What follows belongs to an exercise in optimizing a design on an open flow for small area; a production flow would make more cautious choices. RTL that was checked went through simulation tests only; none was proved equivalent to the original. Power and IR drop assume default switching activity.

the baseline:
==> flow/design.v <==
`default_nettype none
module top (
  input  logic hz100, reset,
  input  logic [19:0] pb,
  output logic [6:0] ss7, ss6, ss5, ss4, ss3, ss2, ss1, ss0
);
  logic [1:0] delay;
  logic [4:0] key;
  logic act;
  assign act = delay[0] & ~delay[1];
  assign key[0] = pb[19]|pb[17]|pb[15]|pb[13]|pb[11]|pb[9]|pb[7]|pb[5]|pb[3]|pb[1];
  assign key[1] = pb[19]|pb[18]|pb[15]|pb[14]|pb[11]|pb[10]|pb[7]|pb[6]|pb[3]|pb[2];
  assign key[2] = pb[15]|pb[14]|pb[13]|pb[12]|pb[7]|pb[6]|pb[5]|pb[4];
  assign key[3] = pb[15]|pb[14]|pb[13]|pb[12]|pb[11]|pb[10]|pb[9]|pb[8];
  assign key[4] = pb[19]|pb[18]|pb[17]|pb[16];
  logic k_digit, k_eq, k_back, k_op;
  assign k_digit = act & ~key[4];
  assign k_eq    = act & key[4] & (key[3:0] == 4'd0);
  assign k_back  = act & key[4] & (key[3:0] == 4'd1);
  assign k_op    = act & key[4] & (key[3:1] == 3'd1);
  logic [31:0] current, save, data;
  logic sub, show;
  localparam int LOW = 10;
  logic [31:0] a, b, sum, result;
  logic [32:0] c;
  logic s;
  assign s = sub & ~key[1];
  assign a = {save[31:LOW] & {(32-LOW){~key[1]}}, save[LOW-1:0]};
  assign b = current ^ {{(32-LOW){s}}, {LOW{sub}}};
  genvar i;
  for (i = 0; i < 32; i = i + 1) begin : g_add
    logic cin;
    if (i == 0)
      assign cin = sub;
    else if (i == LOW)
      assign cin = c[i] & ~key[1];
    else
      assign cin = c[i];
    assign sum[i] = a[i] ^ b[i] ^ cin;
    assign c[i+1] = (a[i] & b[i]) | (a[i] & cin) | (b[i] & cin);
  end
  assign result = {sum[31:LOW], key[1] ? current[LOW-1:0] : sum[LOW-1:0]};
  always_ff @(posedge hz100, posedge reset) begin
    if (reset)
      delay <= 2'b00;
    else
      delay <= {delay[0], |pb};
  end
  always_ff @(posedge hz100, posedge reset) begin
    if (reset) begin
      current <= 32'b0;
      save <= 32'b0;
      sub <= 1'b0;
      show <= 1'b0;
    end else begin
      if (k_digit) begin
        if (show)
          current <= {28'b0, key[3:0]};
        else if (current[31:28] == 4'b0)
          current <= {current[27:0], key[3:0]};
      end else if (k_back & ~show) begin
        current <= {4'b0, current[31:4]};
      end else if (k_op & show) begin
        current <= 32'b0;
      end
      if (k_eq | (k_op & ~show))
        save <= result;
      if (k_op)
        sub <= key[0];
      if (k_digit)
        show <= 1'b0;
      else if (k_eq | k_op)
        show <= 1'b1;
    end
  end
  assign data = show ? save : current;
  logic [7:0] nz;    
  logic [7:0] lit;   
  for (i = 0; i < 8; i = i + 1) begin : g_nz
    assign nz[i] = |data[4*i+3:4*i];
  end
  assign lit[7] = nz[7];
  for (i = 1; i < 7; i = i + 1) begin : g_lit
    assign lit[i] = lit[i+1] | nz[i];
  end
  assign lit[0] = 1'b1;
  ssdec s0(.in(data[3:0]),   .out(ss0), .enable(lit[0]));
  ssdec s1(.in(data[7:4]),   .out(ss1), .enable(lit[1]));
  ssdec s2(.in(data[11:8]),  .out(ss2), .enable(lit[2]));
  ssdec s3(.in(data[15:12]), .out(ss3), .enable(lit[3]));
  ssdec s4(.in(data[19:16]), .out(ss4), .enable(lit[4]));
  ssdec s5(.in(data[23:20]), .out(ss5), .enable(lit[5]));
  ssdec s6(.in(data[27:24]), .out(ss6), .enable(lit[6]));
  ssdec s7(.in(data[31:28]), .out(ss7), .enable(lit[7]));
endmodule
module ssdec(input logic [3:0] in,
             input logic enable,
             output logic [6:0] out);
  logic [6:0] seg;
  always_comb begin
    case (in)
      4'h0: seg = 7'h3F;
      4'h1: seg = 7'h06;
      4'h2: seg = 7'h5B;
      4'h3: seg = 7'h4F;
      4'h4: seg = 7'h66;
      4'h5: seg = 7'h6D;
      4'h6: seg = 7'h7D;
      4'h7: seg = 7'h07;
      4'h8: seg = 7'h7F;
      4'h9: seg = 7'h67;
      4'hA: seg = 7'h77;
      4'hB: seg = 7'h7C;
      4'hC: seg = 7'h39;
      4'hD: seg = 7'h5E;
      4'hE: seg = 7'h79;
      default: seg = 7'h71;
    endcase
  end
  assign out = enable ? seg : 7'b0;
endmodule
Settings: LEC_CHECK=0, CAP_MARGIN=20, CORE_MARGIN=2, CORE_UTILIZATION=60, PLACE_DENSITY=0.75, SLEW_MARGIN=20; clock period 15.0 ns.
standard.sh (not shown) runs the stock make flow with config.mk's settings and CLKGATE_MAP_FILE= SYNTH_SCRIPT=/design/flow/synth_recipe.tcl, a recipe that flattens the netlist after the stock synthesis.
==> flow/flow/run.sh <==
#!/bin/bash
# Own layout flow: the standard flow, with an area-oriented synthesis
# mapping (ABC script in flow/abc_area.script, full adders only, no half
# adders), the smallest buffer on the ports and a smaller clock tree.
set -euo pipefail
work=$(pwd)
{
  echo "proc abc {args} {"
  echo "  set i [lsearch -exact \$args -script]"
  echo "  if {\$i >= 0} { lset args [expr {\$i + 1}] $work/flow/abc_area.script }"
  echo "  yosys abc {*}\$args"
  echo "}"
  echo "proc extract_fa {args} { yosys extract_fa -fa }"
  cat synth_recipe.tcl
} > own_synth.tcl
bash standard.sh SYNTH_SCRIPT=$work/own_synth.tcl \
  "BUFFER_PORTS_ARGS=-buffer_cell sky130_fd_sc_hd__buf_1" \
  "CTS_ARGS=-sink_clustering_enable -repair_clock_nets -dont_use_dummy_load -buf_list sky130_fd_sc_hd__clkbuf_8 -root_buf sky130_fd_sc_hd__clkbuf_8 -sink_clustering_size 30 -sink_clustering_max_diameter 200" \
  finish > flow_make.log 2>&1
==> flow/flow/abc_area.script <==
strash
 balance -l
 resub -K 6 -l
 rewrite -l
 resub -K 6 -N 2 -l
 refactor -l
 resub -K 8 -l
 balance -l
 resub -K 8 -N 2 -l
 rewrite -l
 resub -K 10 -l
 rewrite -z -l
 resub -K 10 -N 2 -l
 balance -l
 resub -K 12 -l
 refactor -z -l
 resub -K 12 -N 2 -l
 rewrite -z -l
 balance -l
 balance -l
 resub -K 6 -l
 rewrite -l
 resub -K 6 -N 2 -l
 refactor -l
 resub -K 8 -l
 balance -l
 resub -K 8 -N 2 -l
 rewrite -l
 resub -K 10 -l
 rewrite -z -l
 resub -K 10 -N 2 -l
 balance -l
 resub -K 12 -l
 refactor -z -l
 resub -K 12 -N 2 -l
 rewrite -z -l
 balance -l
 dch -f
 amap
 topo
Edits applied to the flow inputs when going from the baseline to the candidate:
--- a/flow/design.v
+++ b/flow/design.v
@@ -16,43 +16,50 @@
   logic k_digit, k_eq, k_back, k_op;
   assign k_digit = act & ~key[4];
   assign k_eq    = act & key[4] & (key[3:0] == 4'd0);
   assign k_back  = act & key[4] & (key[3:0] == 4'd1);
   assign k_op    = act & key[4] & (key[3:1] == 3'd1);
   logic [31:0] current, save, data;
-  logic sub, show;
-  localparam int LOW = 10;
-  logic [31:0] a, b, sum, result;
+  logic sub, show, saved;
+  localparam int LOW = 6;
+  logic w_eq, w_cp;
+  assign w_eq = k_eq;
+  assign w_cp = k_op & ~show;
+  logic [31:0] a, b, sum, save_next;
   logic [32:0] c;
   logic s;
-  assign s = sub & ~key[1];
-  assign a = {save[31:LOW] & {(32-LOW){~key[1]}}, save[LOW-1:0]};
-  assign b = current ^ {{(32-LOW){s}}, {LOW{sub}}};
+  assign s = sub & w_eq;
+  assign a = {save[31:LOW] & {(32-LOW){saved & ~w_cp}}, save[LOW-1:0] & {LOW{saved}}};
+  assign b = {(current[31:LOW] ^ {(32-LOW){s}}) & {(32-LOW){w_eq | w_cp}},
+              current[LOW-1:0] ^ {LOW{sub}}};
   genvar i;
   for (i = 0; i < 32; i = i + 1) begin : g_add
     logic cin;
     if (i == 0)
       assign cin = sub;
     else if (i == LOW)
-      assign cin = c[i] & ~key[1];
+      assign cin = c[i] & w_eq;
     else
       assign cin = c[i];
     assign sum[i] = a[i] ^ b[i] ^ cin;
     assign c[i+1] = (a[i] & b[i]) | (a[i] & cin) | (b[i] & cin);
   end
-  assign result = {sum[31:LOW], key[1] ? current[LOW-1:0] : sum[LOW-1:0]};
+  assign save_next = {sum[31:LOW],
+                      w_eq ? sum[LOW-1:0] : w_cp ? current[LOW-1:0] : save[LOW-1:0]};
+  always_ff @(posedge hz100)
+    save <= save_next;
   always_ff @(posedge hz100, posedge reset) begin
     if (reset)
       delay <= 2'b00;
     else
       delay <= {delay[0], |pb};
   end
   always_ff @(posedge hz100, posedge reset) begin
     if (reset) begin
       current <= 32'b0;
-      save <= 32'b0;
+      saved <= 1'b0;
       sub <= 1'b0;
       show <= 1'b0;
     end else begin
       if (k_digit) begin
         if (show)
           current <= {28'b0, key[3:0]};
@@ -61,13 +68,13 @@
       end else if (k_back & ~show) begin
         current <= {4'b0, current[31:4]};
       end else if (k_op & show) begin
         current <= 32'b0;
       end
       if (k_eq | (k_op & ~show))
-        save <= result;
+        saved <= 1'b1;
       if (k_op)
         sub <= key[0];
       if (k_digit)
         show <= 1'b0;
       else if (k_eq | k_op)
         show <= 1'b1;
### Flow results
- Summary of the comparison: die area is lower in the candidate, relative to the baseline.
- Relative to the baseline, number of vias after detailed routing has gone down in the candidate.
- NOTE: met2 layer wire length in the routed design in the candidate falls short of that of the baseline
- Compared to the baseline, the routing of the candidate uses less wire.
- The baseline has lower fraction of the mapped netlist area in adder cells than the candidate.
- Diff the baseline -> the candidate: critical path depth fell by about 7.5%, mapped cell area fell by 300 um^2, power fell by 0.081 mW, cell area fell by 180 um^2.
The RTL of the baseline was laid out without a check of its function.

[static timing again, ports no longer ideal]
In the flow no input, the clock included, has a driving cell. The finished layouts below were timed again as built, in two steps. Step 1, drivers: a clkbuf_16 drives hz100 and a buf_2 each remaining input, both assumed. Step 2, shift: input delay + t, output delay - t, t = (earliest + latest rising clock arrival at the registers) / 2. This alone moves slack from input paths to output paths. Slacks: no drivers / after step 1 / after step 2; pairs: no drivers / after step 1.
| run | t (ns) | setup slack, ns | worst setup path after step 2 | worst register clock-pin slew, ns |
|---|---|---|---|---|
| the baseline | 0.383 | 0.587 / 0.587 / 0.587 | register to register | 0.08 / 0.08 |
| the candidate | 0.365 | 0.262 / 0.280 / -0.085 | input to register | 0.08 / 0.08 |
Met with ideal ports but missed after step 2: setup timing in the candidate. The setup slack of the candidate, which loses most, moves by +0.018 ns with the drivers and by -0.347 ns with both steps.
